This is an optimization exercise on Yosys and OpenROAD, whose aim is small area, not a production implementation.
Where RTL was checked, it was by simulation tests only, not by an equivalence proof against the original.
No driver is modelled on the clock port, so clock power and skew are understated where the tree is cut down; a real chip needs a root buffer or a tree.
Power figures rest on the tool's default switching activity, not on a simulated workload.

==> flow/design.v (excerpt) <==
module lcd_controller(
    input rst,
    input clk,
    input rs_in,
    input [7:0] data_in,
    input strobe_in,
    input [7:0] period_clk_ns,
    output lcd_e,
    output [3:0] lcd_nibble,
    output lcd_rs,
    output lcd_rw,
    output disable_flash,
    output done
    );
==> module lcd_controller, before the edit <==
module lcd_controller(
    input rst,
    input clk,
    input rs_in,
    input [7:0] data_in,
    input strobe_in,
    input [7:0] period_clk_ns,
    output lcd_e,
    output [3:0] lcd_nibble,
    output lcd_rs,
    output lcd_rw,
    output disable_flash,
    output done
    );
    localparam PH_WAIT = 2'd0, PH_WR = 2'd1, PH_STB = 2'd2, PH_LD = 2'd3;
    reg [2:0] idx;
    reg [1:0] ph;
    reg [19:0] cnt_n;    
    wire [19:0] cnt = ~cnt_n;
    reg [3:0] nib;
    wire [23:0] wcnt = {nib, cnt};
    wire ready = idx[2] & (idx[1] | idx[0]);
    wire [8:0] stab = cnt[8:0];
    wire [8:0] hold = cnt[17:9];
    wire active = stab[8] | stab[7] | stab[6] | (stab[5] & (stab[4] | stab[3]));
    wire hold_done = hold[8] | (hold[7] & hold[6] & hold[5] & hold[4]);
    wire stb = (ph == PH_STB);
    wire [9:0] lo_c;
    wire [8:0] lo_sum;
    assign lo_c[0] = 1'b0;
    genvar i;
    generate
        for (i = 0; i < 8; i = i + 1) begin : lo_fa
            assign lo_sum[i] = stab[i] ^ period_clk_ns[i] ^ lo_c[i];
            assign lo_c[i+1] = (stab[i] & period_clk_ns[i]) | (lo_c[i] & (stab[i] ^ period_clk_ns[i]));
        end
    endgenerate
    assign lo_sum[8] = stab[8] ^ lo_c[8];
    assign lo_c[9] = stab[8] & lo_c[8];
    wire [7:0] hi_add = period_clk_ns & {8{stb & active}};
    wire [11:0] hi_c;
    wire [10:0] hi_sum;
    assign hi_c[0] = lo_c[9] & ~stb;
    generate
        for (i = 0; i < 8; i = i + 1) begin : hi_fa
            assign hi_sum[i] = cnt[9+i] ^ hi_add[i] ^ hi_c[i];
            assign hi_c[i+1] = (cnt[9+i] & hi_add[i]) | (hi_c[i] & (cnt[9+i] ^ hi_add[i]));
        end
        for (i = 8; i < 11; i = i + 1) begin : hi_ha
            assign hi_sum[i] = cnt[9+i] ^ hi_c[i];
            assign hi_c[i+1] = cnt[9+i] & hi_c[i];
        end
    endgenerate
    wire stb_exit = active & hold_done;
    reg wait_done;
    always @* begin
        case (idx)
            3'd0: wait_done = (wcnt[23] & (wcnt[22] & (wcnt[21] & (wcnt[18] & (wcnt[15] & (wcnt[14] & (wcnt[13] & (wcnt[9] | (wcnt[8] & (wcnt[7] & wcnt[6]))))))))));
            3'd1: wait_done = (wcnt[21] & (wcnt[20] & (wcnt[19] & (wcnt[18] & (wcnt[17] & (wcnt[15] & (wcnt[12] | (wcnt[11] & (wcnt[10] & (wcnt[9] & (wcnt[8] & (wcnt[7] & (wcnt[6] | wcnt[5])))))))))))));
            3'd2: wait_done = (wcnt[16] & (wcnt[15] & (wcnt[10] & (wcnt[9] & (wcnt[8] | (wcnt[7] & (wcnt[6] | wcnt[5])))))));
            3'd3, 3'd7: wait_done = (wcnt[15] & (wcnt[12] & (wcnt[11] & (wcnt[10] & (wcnt[8] | (wcnt[7] | wcnt[6]))))));
            3'd4: wait_done = (wcnt[15] & (wcnt[14] & (wcnt[10] | (wcnt[9] & (wcnt[8] & (wcnt[7] | (wcnt[6] & (wcnt[5] | wcnt[4]))))))));
            default: wait_done = (wcnt[10] | (wcnt[9] & (wcnt[8] & (wcnt[7] & (wcnt[6] & (wcnt[5] & (wcnt[4] | wcnt[3])))))));
        endcase
    end
    assign lcd_rw = 1'b0;
    assign lcd_rs = rs_in;
    assign disable_flash = 1'b1;
    assign lcd_e = stb & (|hold);
    wire init_n1 = (idx != 3'd0) | stb;
    wire init_n0 = init_n1 & ~idx[2] & ~(idx[1] & idx[0] & stb);
    assign lcd_nibble = ready ? nib : {2'b00, init_n1, init_n0};
    wire ddone = (idx == 3'd7) & (ph == PH_WR);
    assign done = cnt[19] & (ph == PH_LD) & ~idx[1] & (idx[2] == idx[0]);
    wire load = (ph == PH_LD) | (ph == PH_WR) | ((ph == PH_STB) & stb_exit);
    always @(posedge clk) begin
        cnt_n[18:0] <= ~(load ? 19'd0 : {hi_sum[9:0], lo_sum});
        cnt_n[19] <= ~(ddone | (~rst & ~load & hi_sum[10]));
        if (ph == PH_WR && ready) begin
            if (idx == 3'd5)
                nib <= data_in[7:4];
            else if (idx == 3'd6)
                nib <= data_in[3:0];
        end else if (~ready & load)
            nib <= 4'd0;
        else if (hi_c[11])
            nib <= nib + 4'd1;
        if (rst) begin
            idx <= 3'd0;
            ph <= PH_LD;
        end else begin
            case (ph)
                PH_LD:
                    if (idx != 3'd5)
                        ph <= PH_WAIT;
                    else if (strobe_in)
                        ph <= PH_WR;
                PH_WAIT:
                    if (wait_done)
                        ph <= PH_WR;
                PH_WR: begin
                    if (idx == 3'd4 || idx == 3'd7) begin
                        idx <= 3'd5;
                        ph <= PH_LD;
                    end else
                        ph <= PH_STB;
                end
                PH_STB:
                    if (stb_exit) begin
                        idx <= idx + 3'd1;
                        ph <= (idx[2]) ? PH_WAIT : PH_LD;
                    end
            endcase
        end
    end
endmodule
clock: 10.0 ns
lec_check: 0
cap_margin: 20
core_margin: 2
core_utilization: 40
cts_buf_list: sky130_fd_sc_hd__clkbuf_2 sky130_fd_sc_hd__clkbuf_4
cts_cluster_diameter: 100
cts_cluster_size: 40
slew_margin: 20
standard.sh (not shown) runs the stock make flow with config.mk's settings and CLKGATE_MAP_FILE= SYNTH_SCRIPT=/design/flow/synth_recipe.tcl, a recipe that flattens the netlist after the stock synthesis.
==> flow/flow/run.sh <==
#!/bin/bash
# Standard layout, with 1x port buffers, ABC's buffers removed, an area re-map of the
# logic after floorplanning, a one-buffer clock tree, and power recovery (downsizing
# off the critical path).
set -euo pipefail
here=$(pwd)
export BUFFER_PORTS_ARGS="-buffer_cell sky130_fd_sc_hd__buf_1"
export CTS_ARGS="-sink_clustering_enable -repair_clock_nets -dont_use_dummy_load -buf_list {sky130_fd_sc_hd__clkbuf_2 sky130_fd_sc_hd__clkbuf_4} -sink_clustering_size 40 -sink_clustering_max_diameter 100"
export FLAT_CLOCK_PORT=clk
export FLAT_CLOCK_CELL=sky130_fd_sc_hd__clkbuf_16
bash standard.sh REMOVE_ABC_BUFFERS=1 RECOVER_POWER=100 POST_FLOORPLAN_TCL=$here/flow/restructure.tcl POST_CTS_TCL=$here/flow/flatten_clock.tcl finish > make_finish.log 2>&1
Other scripts of this flow, unchanged in this note and not shown: flow/flow/filter_lib.py, flow/flow/flatten_clock.tcl, flow/flow/restructure.tcl
Next try:
--- a/flow/design.v
+++ b/flow/design.v
@@ -13,14 +13,13 @@
     output disable_flash,
     output done
     );
     localparam PH_WAIT = 2'd0, PH_WR = 2'd1, PH_STB = 2'd2, PH_LD = 2'd3;
     reg [2:0] idx;
     reg [1:0] ph;
-    reg [19:0] cnt_n;    
-    wire [19:0] cnt = ~cnt_n;
+    reg [19:0] cnt;
     reg [3:0] nib;
     wire [23:0] wcnt = {nib, cnt};
     wire ready = idx[2] & (idx[1] | idx[0]);
     wire [8:0] stab = cnt[8:0];
     wire [8:0] hold = cnt[17:9];
     wire active = stab[8] | stab[7] | stab[6] | (stab[5] & (stab[4] | stab[3]));
@@ -72,14 +71,14 @@
     wire init_n0 = init_n1 & ~idx[2] & ~(idx[1] & idx[0] & stb);
     assign lcd_nibble = ready ? nib : {2'b00, init_n1, init_n0};
     wire ddone = (idx == 3'd7) & (ph == PH_WR);
     assign done = cnt[19] & (ph == PH_LD) & ~idx[1] & (idx[2] == idx[0]);
     wire load = (ph == PH_LD) | (ph == PH_WR) | ((ph == PH_STB) & stb_exit);
     always @(posedge clk) begin
-        cnt_n[18:0] <= ~(load ? 19'd0 : {hi_sum[9:0], lo_sum});
-        cnt_n[19] <= ~(ddone | (~rst & ~load & hi_sum[10]));
+        cnt[18:0] <= load ? 19'd0 : {hi_sum[9:0], lo_sum};
+        cnt[19] <= ddone | (~rst & ~load & hi_sum[10]);
         if (ph == PH_WR && ready) begin
             if (idx == 3'd5)
                 nib <= data_in[7:4];
             else if (idx == 3'd6)
                 nib <= data_in[3:0];
         end else if (~ready & load)
Outcome: The changed run went through all stages and came out clean. Register-to-register slack gets better by 510 ps. Cell count shrinks slightly. Global-route usage climbs by 0.26 points. Total power fell by a few percent. Combinational power shrinks by a few percent. Maximum frequency went up by a few percent. Wire length came out higher slightly. Final area barely changes. Clock skew shrinks by 3.8 ps. Area after synthesis came out higher slightly. Sequential power goes down by a few percent. Setup slack is better by 550 ps. Non-clock buffer count came out lower by 1. Clock-buffer cell count stays the same.
Only the layout flow was run in the first run of this note; the RTL was not checked for function there.

what the ideal ports hide:
The results above use ideal ports. As a check the final layouts listed here were re-extracted and re-timed, cells and wires unchanged. Step 1 assumes that a clkbuf_16 drives the clock port and a buf_2 every other input. Step 2 moves the port delays by t, midway between the first and last clock arrival at a register: inputs arrive t later, outputs are due t later. That takes back most of the time a late clock gives input paths. Slacks: no drivers / after step 1 / after step 2; pairs: no drivers / after step 1.
run | t (ns) | setup WS [ns] | hold slack, ns | latest minus earliest clock arrival (ns)
the first run | 0.198 | 1.348 / 1.352 / 1.154 | 0.481 / 0.481 / 0.481 | 0.008 / 0.007
the second run | 0.199 | 1.903 / 1.907 / 1.708 | 0.498 / 0.497 / 0.497 | 0.004 / 0.003
After both steps setup and hold are still met in every run listed. The setup slack of the second run, which loses most, moves by +0.004 ns with the drivers and by -0.195 ns with both steps.
